This is an optimization exercise on Yosys and OpenROAD, whose aim is small area and a short achievable clock period, not a production implementation.
At most, simulation tests tie the RTL to the original design; equivalence was not proved.

==> trial 25: inputs <==
// top_diannao_node_vMAX
module top_diannao_node_vMAX (
        clk,
        i_inputs,
        i_synapses,
        i_op,
        i_nbout,
        i_load,
        o_to_edram
    );
==> module nfu_sum4, before the edit <==
module nfu_sum4 (
    input  [15:0] a,
    input  [15:0] b,
    input  [15:0] c,
    input  [15:0] d,
    output [15:0] y
);
    wire [15:0] x1 = a ^ b;
    wire [15:0] s1 = x1 ^ c;
    wire [15:0] c1 = {(a[14:0] & b[14:0]) | (c[14:0] & x1[14:0]), 1'b0};
    wire [15:0] x2 = s1 ^ c1;
    wire [15:0] s2 = x2 ^ d;
    wire [15:0] c2 = {(s1[14:0] & c1[14:0]) | (d[14:0] & x2[14:0]), 1'b0};
    assign y = s2 + c2;
endmodule
==> module nfu_max4, before the edit <==
module nfu_max4 (
    input  [15:0] a,
    input  [15:0] b,
    input  [15:0] c,
    input  [15:0] d,
    output [15:0] y
);
    wire [15:0] m0 = (a > b) ? a : b;
    wire [15:0] m1 = (c > d) ? c : d;
    assign y = (m0 > m1) ? m0 : m1;
endmodule
==> module top_diannao_node_vMAX, before the edit <==
module top_diannao_node_vMAX (
        clk,
        i_inputs,
        i_synapses,
        i_op,
        i_nbout,
        i_load,
        o_to_edram
    );
    input           clk;
    input  [255:0]  i_inputs;
    input  [255:0]  i_synapses;
    input  [0:0]    i_op;
    input  [15:0]   i_nbout;
    input           i_load;
    output [15:0]   o_to_edram;
    reg  [239:0] mag_a;
    reg  [127:0] one1, two1, neg1;
    reg  [15:0]  sgn1;
    reg  [239:0] cs0, cs1;
    reg  [15:0]  sgn2;
    reg  [63:0]  grp_sum, grp_max;
    reg  [15:0]  red_sum, red_max;
    reg  [15:0]  out_reg;
    assign o_to_edram = out_reg;
    wire [239:0] h0, h1;
    wire [255:0] prod;
    wire [63:0]  grp_sum_d, grp_max_d;
    genvar j, k;
    generate
        for (j = 0; j < 16; j = j + 1) begin : lane
            wire [7:0] one0, two0, neg0;
            wire [8:0] ext0, ext1;
            nfu_booth_enc ENC (
                .B   (i_synapses[16*j +: 15]),
                .one (one0),
                .two (two0),
                .neg (neg0),
                .ext (ext0)
            );
            always @(posedge clk) begin
                one1[8*j +: 8] <= one0;
                two1[8*j +: 8] <= two0;
                neg1[8*j +: 8] <= neg0;
            end
            assign ext1 = -{neg1[8*j+4], 1'b0, neg1[8*j+3], 1'b0, neg1[8*j+2], 1'b0, neg1[8*j+1], 1'b0, neg1[8*j]};
            always @(posedge clk) begin
                mag_a[15*j +: 15] <= i_inputs[16*j +: 15];
                sgn1[j]           <= i_inputs[16*j+15] ^ i_synapses[16*j+15];
            end
            nfu_mul_cs MUL (
                .A   (mag_a[15*j +: 15]),
                .one (one1[8*j +: 8]),
                .two (two1[8*j +: 8]),
                .neg (neg1[8*j +: 8]),
                .ext (ext1),
                .s   (sgn1[j]),
                .h0  (h0[15*j +: 15]),
                .h1  (h1[15*j +: 15])
            );
            assign prod[16*j +: 16] = {sgn2[j], cs0[15*j +: 15] + cs1[15*j +: 15]};
        end
        for (k = 0; k < 4; k = k + 1) begin : grp
            nfu_sum4 GS (prod[64*k +: 16], prod[64*k+16 +: 16], prod[64*k+32 +: 16], prod[64*k+48 +: 16], grp_sum_d[16*k +: 16]);
            nfu_max4 GM (prod[64*k +: 16], prod[64*k+16 +: 16], prod[64*k+32 +: 16], prod[64*k+48 +: 16], grp_max_d[16*k +: 16]);
        end
    endgenerate
    wire [15:0] ss, sm, ms, mm;
    nfu_sum4 SS (grp_sum[15:0], grp_sum[31:16], grp_sum[47:32], grp_sum[63:48], ss);
    nfu_max4 SM (grp_sum[15:0], grp_sum[31:16], grp_sum[47:32], grp_sum[63:48], sm);
    nfu_sum4 MS (grp_max[15:0], grp_max[31:16], grp_max[47:32], grp_max[63:48], ms);
    nfu_max4 MM (grp_max[15:0], grp_max[31:16], grp_max[47:32], grp_max[63:48], mm);
    wire        take = red_max > out_reg;
    wire [15:0] fin_sum = red_sum + out_reg;
    wire [15:0] fin_max = ({16{take}} & red_max) | ({16{~take}} & out_reg);
    wire [15:0] fin     = i_op[0] ? fin_max : fin_sum;
    always @(posedge clk) begin
        cs0     <= h0;
        cs1     <= h1;
        sgn2    <= sgn1;
        grp_sum <= grp_sum_d;
        grp_max <= grp_max_d;
        red_sum <= i_op[0] ? ms : ss;
        red_max <= i_op[0] ? mm : sm;
        out_reg <= i_load ? fin : i_nbout;
    end
endmodule
clock: 12.0 ns
lec_check: 0
abc_area: 1
cap_margin: 80
core_margin: 2
core_utilization: 40
setup_slack_margin: 5
slew_margin: 80
standard.sh (not shown) runs the stock make flow with config.mk's settings and CLKGATE_MAP_FILE= SYNTH_SCRIPT=/design/flow/synth_recipe.tcl, a recipe that flattens the netlist after the stock synthesis.
==> flow/flow/run.sh <==
#!/bin/bash
set -euo pipefail
bash standard.sh SETUP_SLACK_MARGIN=8 finish > standard.log 2>&1
==> inputs of trial 17, as changes to trial 25 <==
--- a/flow/design.v
+++ b/flow/design.v
@@ -914,10 +914,11 @@
     assign h1 = {s440, s431, s420, s408, s394, s379, s362, s344, s324, s304, s284, s264, s247, s230, low[10]};
 endmodule
-module nfu_sum4 (
+module nfu_csa4 (
     input  [15:0] a,
     input  [15:0] b,
     input  [15:0] c,
     input  [15:0] d,
-    output [15:0] y
+    output [15:0] y0,
+    output [15:0] y1
 );
     wire [15:0] x1 = a ^ b;
@@ -925,7 +926,6 @@
     wire [15:0] c1 = {(a[14:0] & b[14:0]) | (c[14:0] & x1[14:0]), 1'b0};
     wire [15:0] x2 = s1 ^ c1;
-    wire [15:0] s2 = x2 ^ d;
-    wire [15:0] c2 = {(s1[14:0] & c1[14:0]) | (d[14:0] & x2[14:0]), 1'b0};
-    assign y = s2 + c2;
+    assign y0 = x2 ^ d;
+    assign y1 = {(s1[14:0] & c1[14:0]) | (d[14:0] & x2[14:0]), 1'b0};
 endmodule
 module nfu_max4 (
@@ -936,7 +936,15 @@
     output [15:0] y
 );
-    wire [15:0] m0 = (a > b) ? a : b;
-    wire [15:0] m1 = (c > d) ? c : d;
-    assign y = (m0 > m1) ? m0 : m1;
+    wire ab = a > b;
+    wire ac = a > c;
+    wire ad = a > d;
+    wire bc = b > c;
+    wire bd = b > d;
+    wire cd = c > d;
+    wire sa = ab & ac & ad;
+    wire sb = ~ab & bc & bd;
+    wire sc = ~ac & ~bc & cd;
+    wire sd = ~ad & ~bd & ~cd;
+    assign y = ({16{sa}} & a) | ({16{sb}} & b) | ({16{sc}} & c) | ({16{sd}} & d);
 endmodule
 module top_diannao_node_vMAX (
@@ -961,11 +969,11 @@
     reg  [239:0] cs0, cs1;
     reg  [15:0]  sgn2;
-    reg  [63:0]  grp_sum, grp_max;
-    reg  [15:0]  red_sum, red_max;
+    reg  [63:0]  gsum0, gsum1, gmax;
+    reg  [15:0]  rsum0, rsum1, rmax;
     reg  [15:0]  out_reg;
     assign o_to_edram = out_reg;
     wire [239:0] h0, h1;
     wire [255:0] prod;
-    wire [63:0]  grp_sum_d, grp_max_d;
+    wire [63:0]  gsum0_d, gsum1_d, gmax_d;
     genvar j, k;
     generate
@@ -981,13 +989,11 @@
             );
             always @(posedge clk) begin
-                one1[8*j +: 8] <= one0;
-                two1[8*j +: 8] <= two0;
-                neg1[8*j +: 8] <= neg0;
-            end
-            assign ext1 = -{neg1[8*j+4], 1'b0, neg1[8*j+3], 1'b0, neg1[8*j+2], 1'b0, neg1[8*j+1], 1'b0, neg1[8*j]};
-            always @(posedge clk) begin
                 mag_a[15*j +: 15] <= i_inputs[16*j +: 15];
                 sgn1[j]           <= i_inputs[16*j+15] ^ i_synapses[16*j+15];
+                one1[8*j +: 8]    <= one0;
+                two1[8*j +: 8]    <= two0;
+                neg1[8*j +: 8]    <= neg0;
             end
+            assign ext1 = -{neg1[8*j+4], 1'b0, neg1[8*j+3], 1'b0, neg1[8*j+2], 1'b0, neg1[8*j+1], 1'b0, neg1[8*j]};
             nfu_mul_cs MUL (
                 .A   (mag_a[15*j +: 15]),
@@ -1003,16 +1009,26 @@
         end
         for (k = 0; k < 4; k = k + 1) begin : grp
-            nfu_sum4 GS (prod[64*k +: 16], prod[64*k+16 +: 16], prod[64*k+32 +: 16], prod[64*k+48 +: 16], grp_sum_d[16*k +: 16]);
-            nfu_max4 GM (prod[64*k +: 16], prod[64*k+16 +: 16], prod[64*k+32 +: 16], prod[64*k+48 +: 16], grp_max_d[16*k +: 16]);
+            nfu_csa4 GS (prod[64*k +: 16], prod[64*k+16 +: 16], prod[64*k+32 +: 16], prod[64*k+48 +: 16],
+                         gsum0_d[16*k +: 16], gsum1_d[16*k +: 16]);
+            nfu_max4 GM (prod[64*k +: 16], prod[64*k+16 +: 16], prod[64*k+32 +: 16], prod[64*k+48 +: 16],
+                         gmax_d[16*k +: 16]);
         end
     endgenerate
-    wire [15:0] ss, sm, ms, mm;
-    nfu_sum4 SS (grp_sum[15:0], grp_sum[31:16], grp_sum[47:32], grp_sum[63:48], ss);
-    nfu_max4 SM (grp_sum[15:0], grp_sum[31:16], grp_sum[47:32], grp_sum[63:48], sm);
-    nfu_sum4 MS (grp_max[15:0], grp_max[31:16], grp_max[47:32], grp_max[63:48], ms);
-    nfu_max4 MM (grp_max[15:0], grp_max[31:16], grp_max[47:32], grp_max[63:48], mm);
-    wire        take = red_max > out_reg;
-    wire [15:0] fin_sum = red_sum + out_reg;
-    wire [15:0] fin_max = ({16{take}} & red_max) | ({16{~take}} & out_reg);
+    wire [63:0] gsum;
+    assign gsum[15:0]  = gsum0[15:0]  + gsum1[15:0];
+    assign gsum[31:16] = gsum0[31:16] + gsum1[31:16];
+    assign gsum[47:32] = gsum0[47:32] + gsum1[47:32];
+    assign gsum[63:48] = gsum0[63:48] + gsum1[63:48];
+    wire [15:0] ss0, ss1, sm, ms0, ms1, mm;
+    nfu_csa4 SS (gsum[15:0], gsum[31:16], gsum[47:32], gsum[63:48], ss0, ss1);
+    nfu_max4 SM (gsum[15:0], gsum[31:16], gsum[47:32], gsum[63:48], sm);
+    nfu_csa4 MS (gmax[15:0], gmax[31:16], gmax[47:32], gmax[63:48], ms0, ms1);
+    nfu_max4 MM (gmax[15:0], gmax[31:16], gmax[47:32], gmax[63:48], mm);
+    wire [15:0] fx  = rsum0 ^ rsum1;
+    wire [15:0] fs  = fx ^ out_reg;
+    wire [15:0] fc  = {(rsum0[14:0] & rsum1[14:0]) | (out_reg[14:0] & fx[14:0]), 1'b0};
+    wire [15:0] fin_sum = fs + fc;
+    wire        take = rmax > out_reg;
+    wire [15:0] fin_max = ({16{take}} & rmax) | ({16{~take}} & out_reg);
     wire [15:0] fin     = i_op[0] ? fin_max : fin_sum;
     always @(posedge clk) begin
@@ -1020,8 +1036,10 @@
         cs1     <= h1;
         sgn2    <= sgn1;
-        grp_sum <= grp_sum_d;
-        grp_max <= grp_max_d;
-        red_sum <= i_op[0] ? ms : ss;
-        red_max <= i_op[0] ? mm : sm;
+        gsum0   <= gsum0_d;
+        gsum1   <= gsum1_d;
+        gmax    <= gmax_d;
+        rsum0   <= i_op[0] ? ms0 : ss0;
+        rsum1   <= i_op[0] ? ms1 : ss1;
+        rmax    <= i_op[0] ? mm : sm;
         out_reg <= i_load ? fin : i_nbout;
     end
==> flow/flow/run.sh (replaced) <==
#!/bin/bash
# Standard ORFS layout (the standard.sh, standard synthesis unchanged), with
# extra settings for timing repair, clock tree and port buffers.
set -euo pipefail
bash standard.sh SETUP_SLACK_MARGIN=8.2 CTS_CLUSTER_SIZE=30 CTS_CLUSTER_DIAMETER=80 finish > standard.log 2>&1
==> inputs of build 50, as changes to trial 25 <==
--- a/flow/design.v
+++ b/flow/design.v
@@ -936,7 +936,15 @@
     output [15:0] y
 );
-    wire [15:0] m0 = (a > b) ? a : b;
-    wire [15:0] m1 = (c > d) ? c : d;
-    assign y = (m0 > m1) ? m0 : m1;
+    wire ab = a > b;
+    wire ac = a > c;
+    wire ad = a > d;
+    wire bc = b > c;
+    wire bd = b > d;
+    wire cd = c > d;
+    wire sa = ab & ac & ad;
+    wire sb = ~ab & bc & bd;
+    wire sc = ~ac & ~bc & cd;
+    wire sd = ~ad & ~bd & ~cd;
+    assign y = ({16{sa}} & a) | ({16{sb}} & b) | ({16{sc}} & c) | ({16{sd}} & d);
 endmodule
 module top_diannao_node_vMAX (
==> flow/run.sh (new file) <==
#!/bin/bash
# synth_recipe.tcl (not shown) runs the flow's synth.tcl, then flattens the netlist and writes it again
# the make line also repeats each setting of config.mk as NAME=value (left out here)
make -C /OpenROAD-flow-scripts/flow DESIGN_CONFIG=/design/flow/config.mk WORK_HOME=/design/flow/orfs CLKGATE_MAP_FILE= SYNTH_SCRIPT=/design/flow/synth_recipe.tcl finish
removed: flow/flow/run.sh
removed: flow/standard.sh
==> comparison <==
Global-route usage: trial 25 < build 50 < trial 17. Cell count: build 50 > trial 17 > trial 25. Non-clock buffer count, highest first: trial 25, trial 17, build 50. In trial 25 the clock skew is lower than in trial 17, by 0.025 ns. Of build 50 and trial 25, build 50 has the higher area after synthesis (gap about 5%, measured against trial 25).
==> figures <==
item	build 50	trial 25	trial 17
Total number of multi-input combinational cells	11,300	10,300	11,000
Htree depth	4	4	3
Wire length on met1	191 mm	182 mm	179 mm
Area of the mapped netlist	142,000 um^2	134,000 um^2	142,000 um^2
Global-route wire length before repair	667 mm	636 mm	679 mm
Number of global-route vias before repair	113,000	109,000	115,000
Run status	timing/DRC/antenna clean	timing/DRC/antenna clean	timing/DRC/antenna clean
Via density	5.28	5.31	5.34
Tapcells	4,730	4,387	4,730
Achievable Freq	0.208 GHz	0.195 GHz	0.243 GHz
Worst hold endpoint	sgn2[0]$_DFF_P_	sgn2[13]$_DFF_P_	sgn2[8]$_DFF_P_
Total CTS buffers	167	164	117
The RTL of trial 25 and trial 17 was laid out without a check of its function.

afterwards: timing with drivers on the ports:
The results above use ideal ports. As a check the final layouts listed here were re-extracted and re-timed, cells and wires unchanged.
Step 1 assumes that a clkbuf_16 drives the clock port and a buf_2 every other input.
Step 2 times the ports against the registers' clock, not the clock port: input delays grow and output delays shrink by t, the midpoint of the rising clock arrivals with the driver on.
a / b / c = ideal / step 1 / step 2; a / b = the first two.
| run | shift t [ns] | slack for setup (ns) | pins driven straight from the clock port |
|---|---|---|---|
| trial 25 | 0.987 | 6.879 / 6.879 / 6.879 | 1 |
| trial 17 | 1.022 | 7.878 / 7.770 / 7.968 | 1 |
| build 50 | 0.994 | 7.182 / 7.182 / 7.182 | 1 |
After both steps setup and hold are still met in every run listed.
